Source: an optimization exercise on an open RTL-to-GDS flow (aim: small area). Production flows keep margins and buffers that such runs may drop.
Only simulation tests tie the RTL to the original design; equivalence was not proved.
Power figures rest on the tool's default switching activity, not on a simulated workload.

Setup of garnet:
==> flow/design.v <==
`timescale 1ns / 1ps
module lte_scr_ao22 (
    input  logic a1, b1, a2, b2,
    output logic y
);
    assign y = (a1 & b1) | (a2 & b2);
endmodule
module lte_scr_aoi222 (
    input  logic a1, b1, a2, b2, a3, b3,
    output logic y
);
    assign y = !((a1 & b1) | (a2 & b2) | (a3 & b3));
endmodule
module lte_scr_nand2 (
    input  logic a, b,
    output logic y
);
    assign y = !(a & b);
endmodule
module lte_scr_nand4 (
    input  logic a, b, c, d,
    output logic y
);
    assign y = !(a & b & c & d);
endmodule
module lte_scr_or12 (
    input  logic [11:0] s,
    input  logic [11:0] d,
    output logic        y
);
    logic [3:0] t;
    for (genvar g = 0; g < 4; g++) begin : g_t
        lte_scr_aoi222 u (.a1(s[3*g]), .b1(d[3*g]), .a2(s[3*g+1]), .b2(d[3*g+1]),
                          .a3(s[3*g+2]), .b3(d[3*g+2]), .y(t[g]));
    end
    lte_scr_nand4 u_o (.a(t[0]), .b(t[1]), .c(t[2]), .d(t[3]), .y(y));
endmodule
module lte_scr_or10 (
    input  logic [9:0] s,
    input  logic [9:0] d,
    output logic       y
);
    logic [3:0] t;
    for (genvar g = 0; g < 3; g++) begin : g_t
        lte_scr_aoi222 u (.a1(s[3*g]), .b1(d[3*g]), .a2(s[3*g+1]), .b2(d[3*g+1]),
                          .a3(s[3*g+2]), .b3(d[3*g+2]), .y(t[g]));
    end
    lte_scr_nand2 u_3 (.a(s[9]), .b(d[9]), .y(t[3]));
    lte_scr_nand4 u_o (.a(t[0]), .b(t[1]), .c(t[2]), .d(t[3]), .y(y));
endmodule
module lte_hw_acc_scrambler #(
    parameter IN_DATA_WIDTH = 1
)
(
    input  logic                         clk,
    input  logic                         ce,
    input  logic                         rstn,
    input  logic [3:0]                   sfn,
    input [IN_DATA_WIDTH - 1 : 0]        s_data,
    input                                s_valid,
    output                               s_ready,
    input                                in_sof,
    input [7:0]                          in_lof,
    input [4:0]                          cfg_addr,
    input [30:0]                         cfg_data,
    input                                cfg_wr,
    output [IN_DATA_WIDTH - 1 : 0]       m_data,
    output                               m_valid,
    input                                m_ready,
    output                               out_sof,
    output [7:0]                         out_lof
);
    logic [19:0][30:0] cfg_reg;
    logic [30:0] x_data_1, x_data_2;
    logic [7:0]  counter;
    logic        processing;
    wire transfer = s_valid & m_ready;
    wire load     = transfer & in_sof;
    logic [9:0] dec;
    always_comb begin
        for (int k = 0; k < 8; k++)
            dec[k] = !sfn[3] && (sfn[2:0] == k[2:0]);
        dec[8] = sfn[3] & !sfn[0];
        dec[9] = sfn[3] &  sfn[0];
    end
    function automatic logic [30:0] rst_val(input int i);
        rst_val = (i % 2 == 0) ? 31'd1 : 31'((i >> 2) << 9);
    endfunction
    wire [30:0] dz = cfg_data & {31{rstn}};     
    wire [30:0] d1 = cfg_data | {31{!rstn}};    
    logic [19:0] we, keep;
    logic [19:0][30:0] cfg_nxt;
    always_comb begin
        for (int i = 0; i < 20; i++) begin
            we[i]   = !rstn || (cfg_wr && !processing && cfg_addr == i[4:0]);
            keep[i] = rstn && !(cfg_wr && !processing && cfg_addr == i[4:0]);
        end
    end
    for (genvar i = 0; i < 20; i++) begin : g_cfg
        localparam logic [30:0] RV = rst_val(i);
        for (genvar b = 0; b < 31; b++) begin : g_b
            lte_scr_ao22 u_hold (
                .a1(RV[b] ? d1[b] : dz[b]), .b1(we[i]),
                .a2(cfg_reg[i][b]), .b2(keep[i]),
                .y(cfg_nxt[i][b]));
        end
    end
    always_ff @(posedge clk)
        cfg_reg <= cfg_nxt;
    wire        go    = rstn & ce & transfer;
    wire        sel_a = go & in_sof;
    wire [9:0]  sel_l = dec & {10{sel_a}};
    wire        sel_s = go & !in_sof & processing;
    wire        sel_h = rstn & !(ce & transfer & (in_sof | processing));
    logic [3:0] rd1, rd2;
    for (genvar b = 0; b < 4; b++) begin : g_rd
        logic [9:0] c1, c2;
        for (genvar k = 0; k < 10; k++) begin : g_k
            assign c1[k] = cfg_reg[2*k][b];
            assign c2[k] = cfg_reg[2*k+1][b];
        end
        if (b == 0 || b == 3) begin : g_r1
            lte_scr_or10 u_r1 (.s(dec), .d(c1), .y(rd1[b]));
        end else begin : g_n1
            assign rd1[b] = 1'b0;    
        end
        lte_scr_or10 u_r2 (.s(dec), .d(c2), .y(rd2[b]));
    end
    wire [30:0] nx1, nx2;
    for (genvar b = 0; b < 3; b++) begin : g_lo
        logic t2;
        lte_scr_aoi222 u_2 (.a1(sel_a), .b1(rd2[b+1]), .a2(sel_s), .b2(x_data_2[b+1]),
                            .a3(sel_h), .b3(x_data_2[b]), .y(t2));
        assign nx2[b] = !t2;
    end
    logic t1;
    lte_scr_aoi222 u_lo1 (.a1(sel_a), .b1(rd1[3]), .a2(sel_s), .b2(x_data_1[3]),
                          .a3(sel_h), .b3(x_data_1[2]), .y(t1));
    assign nx1[2] = !t1;
    for (genvar b = 0; b < 30; b++) begin : g_hi
        logic [11:0] c1, c2;
        for (genvar k = 0; k < 10; k++) begin : g_k
            assign c1[k] = cfg_reg[2*k][b+1];
            assign c2[k] = cfg_reg[2*k+1][b+1];
        end
        assign c1[10] = x_data_1[b+1];
        assign c2[10] = x_data_2[b+1];
        assign c1[11] = x_data_1[b];
        assign c2[11] = x_data_2[b];
        if (b != 2) begin : g_1
            lte_scr_or12 u_1 (.s({sel_h, sel_s, sel_l}), .d(c1), .y(nx1[b]));
        end
        if (b >= 3) begin : g_2
            lte_scr_or12 u_2 (.s({sel_h, sel_s, sel_l}), .d(c2), .y(nx2[b]));
        end
    end
    wire fb1_l = rd1[0] ^ rd1[3];
    wire fb2_l = rd2[0] ^ rd2[1] ^ rd2[2] ^ rd2[3];
    wire fb1_s = x_data_1[0] ^ x_data_1[3];
    wire fb2_s = x_data_2[0] ^ x_data_2[1] ^ x_data_2[2] ^ x_data_2[3];
    logic f1, f2;
    lte_scr_aoi222 u_f1 (.a1(sel_a), .b1(fb1_l), .a2(sel_s), .b2(fb1_s),
                         .a3(sel_h), .b3(x_data_1[30]), .y(f1));
    lte_scr_aoi222 u_f2 (.a1(sel_a), .b1(fb2_l), .a2(sel_s), .b2(fb2_s),
                         .a3(sel_h), .b3(x_data_2[30]), .y(f2));
    assign nx1[30] = !f1;
    assign nx2[30] = !f2;
    always_ff @(posedge clk) begin
        x_data_1 <= nx1;
        x_data_2 <= nx2;
    end
    always_ff @(posedge clk) begin
        if (ce && transfer) begin
            if (in_sof)
                counter <= in_lof;
            else if (processing)
                counter <= counter - 8'd1;
        end
    end
    always_ff @(posedge clk) begin
        if (!rstn)
            processing <= 1'b0;
        else if (ce && transfer) begin
            if (in_sof)
                processing <= 1'b1;
            else if (processing && counter == 8'd2)
                processing <= 1'b0;
        end
    end
    wire e0 = load ? (rd1[0] ^ rd2[0]) : (x_data_1[0] ^ x_data_2[0]);
    assign m_data   = s_data ^ e0;
    assign s_ready  = m_ready;
    assign m_valid  = s_valid;
    assign out_lof  = in_lof;
    assign out_sof  = in_sof;
endmodule
Settings: LEC_CHECK=0, CAP_MARGIN=20, CORE_MARGIN=2, CORE_UTILIZATION=45, CTS_BUF_LIST=sky130_fd_sc_hd__clkbuf_16, CTS_CLUSTER_DIAMETER=60, CTS_CLUSTER_SIZE=30, SLEW_MARGIN=20, SYNTH_HIERARCHICAL=1, SYNTH_MINIMUM_KEEP_SIZE=0; clock period 3.6 ns.
run.sh (not shown) runs the stock make flow with config.mk's settings and CLKGATE_MAP_FILE= SYNTH_SCRIPT=/design/flow/synth_recipe.tcl, a recipe that flattens the netlist after the stock synthesis.
garnet: flow completed, timing, DRC and antenna clean
Here is what was changed in the inputs of amber compared with garnet.
- swapping 45 for 65 in CORE_UTILIZATION
==> flow/flow/run.sh (new file) <==
#!/bin/bash
# Standard layout, with the smallest buffer on the ports.
export BUFFER_PORTS_ARGS="-buffer_cell sky130_fd_sc_hd__buf_1"
cp standard.sh standard_copy.txt
bash standard.sh > standard.log 2>&1
==> flow/standard.sh (new file) <==
#!/bin/bash
# synth_recipe.tcl (not shown) runs the flow's synth.tcl, then flattens the netlist and writes it again
# the make line also repeats each setting of config.mk as NAME=value (left out here)
make -C /OpenROAD-flow-scripts/flow DESIGN_CONFIG=/design/flow/config.mk WORK_HOME=/design/flow/orfs CLKGATE_MAP_FILE= SYNTH_SCRIPT=/design/flow/synth_recipe.tcl "${@:-finish}"
removed: flow/run.sh
### Flow results
amber went all the way through synthesis, placement and routing and the layout is clean on timing, DRC and antenna. Sort garnet and amber by clock power asc -> top: amber. Summary of amber over garnet: transition at the pin with the smallest max-transition slack down 0.11 ns; synthesis-to-finish area growth went down; xor and xnor fraction of the mapped netlist area closely matched the old numbers; die area shows a reduction of about 30%.
--- input diff amber..cedar ---
- CORE_UTILIZATION now 45, was 65
==> run summary <==
Delta(combinational power, cedar - amber) > 0
Re data arrival time of the critical path: amber was higher than cedar.
Of cedar and amber, it is cedar that has the higher final cell count.
Transition time at the pin with the least slew margin is lower on amber
Going from amber to cedar, multi-input gate share of total cell area down 0.30 points; worst slack after detailed placement down 0.12 ns; time the final worst path needs with I/O delays and setup down 0.060 ns.
Taking cedar over amber, the routed wire length ratio works out to 1.07.
cedar ends up with a synthesis-to-layout area growth that is 2.5 points higher than in amber.
Any difference in share of final-layout standard cells stronger than drive strength 1 between amber and cedar is small enough to ignore.

-- port drivers added, routing unchanged --
How much do the figures lean on ideal ports? The routed layouts below were timed once more, with nothing changed but the port constraints. Step 1 assumes that a clkbuf_16 drives the clock port and a buf_2 every other input. Step 2 adds t to the input delays and takes it off the output delays; t is the mean of the earliest and latest rising clock arrival at the registers after step 1. Input paths then give back, and output paths get back, about the clock's delay inside the block. a / b / c = ideal / step 1 / step 2; a / b = the first two.
run	t (ns)	slack for setup (ns)	worst setup path at the end	cell pins on the clock port's net
garnet	0.659	0.091 / 0.062 / 0.062	input to output	1
amber	0.629	0.147 / 0.121 / 0.121	input to output	1
cedar	0.655	0.207 / 0.175 / 0.175	input to output	1
After both steps every run listed still meets setup and hold. The setup slack of cedar, which loses most, moves by -0.032 ns with the drivers and by -0.032 ns with both steps.
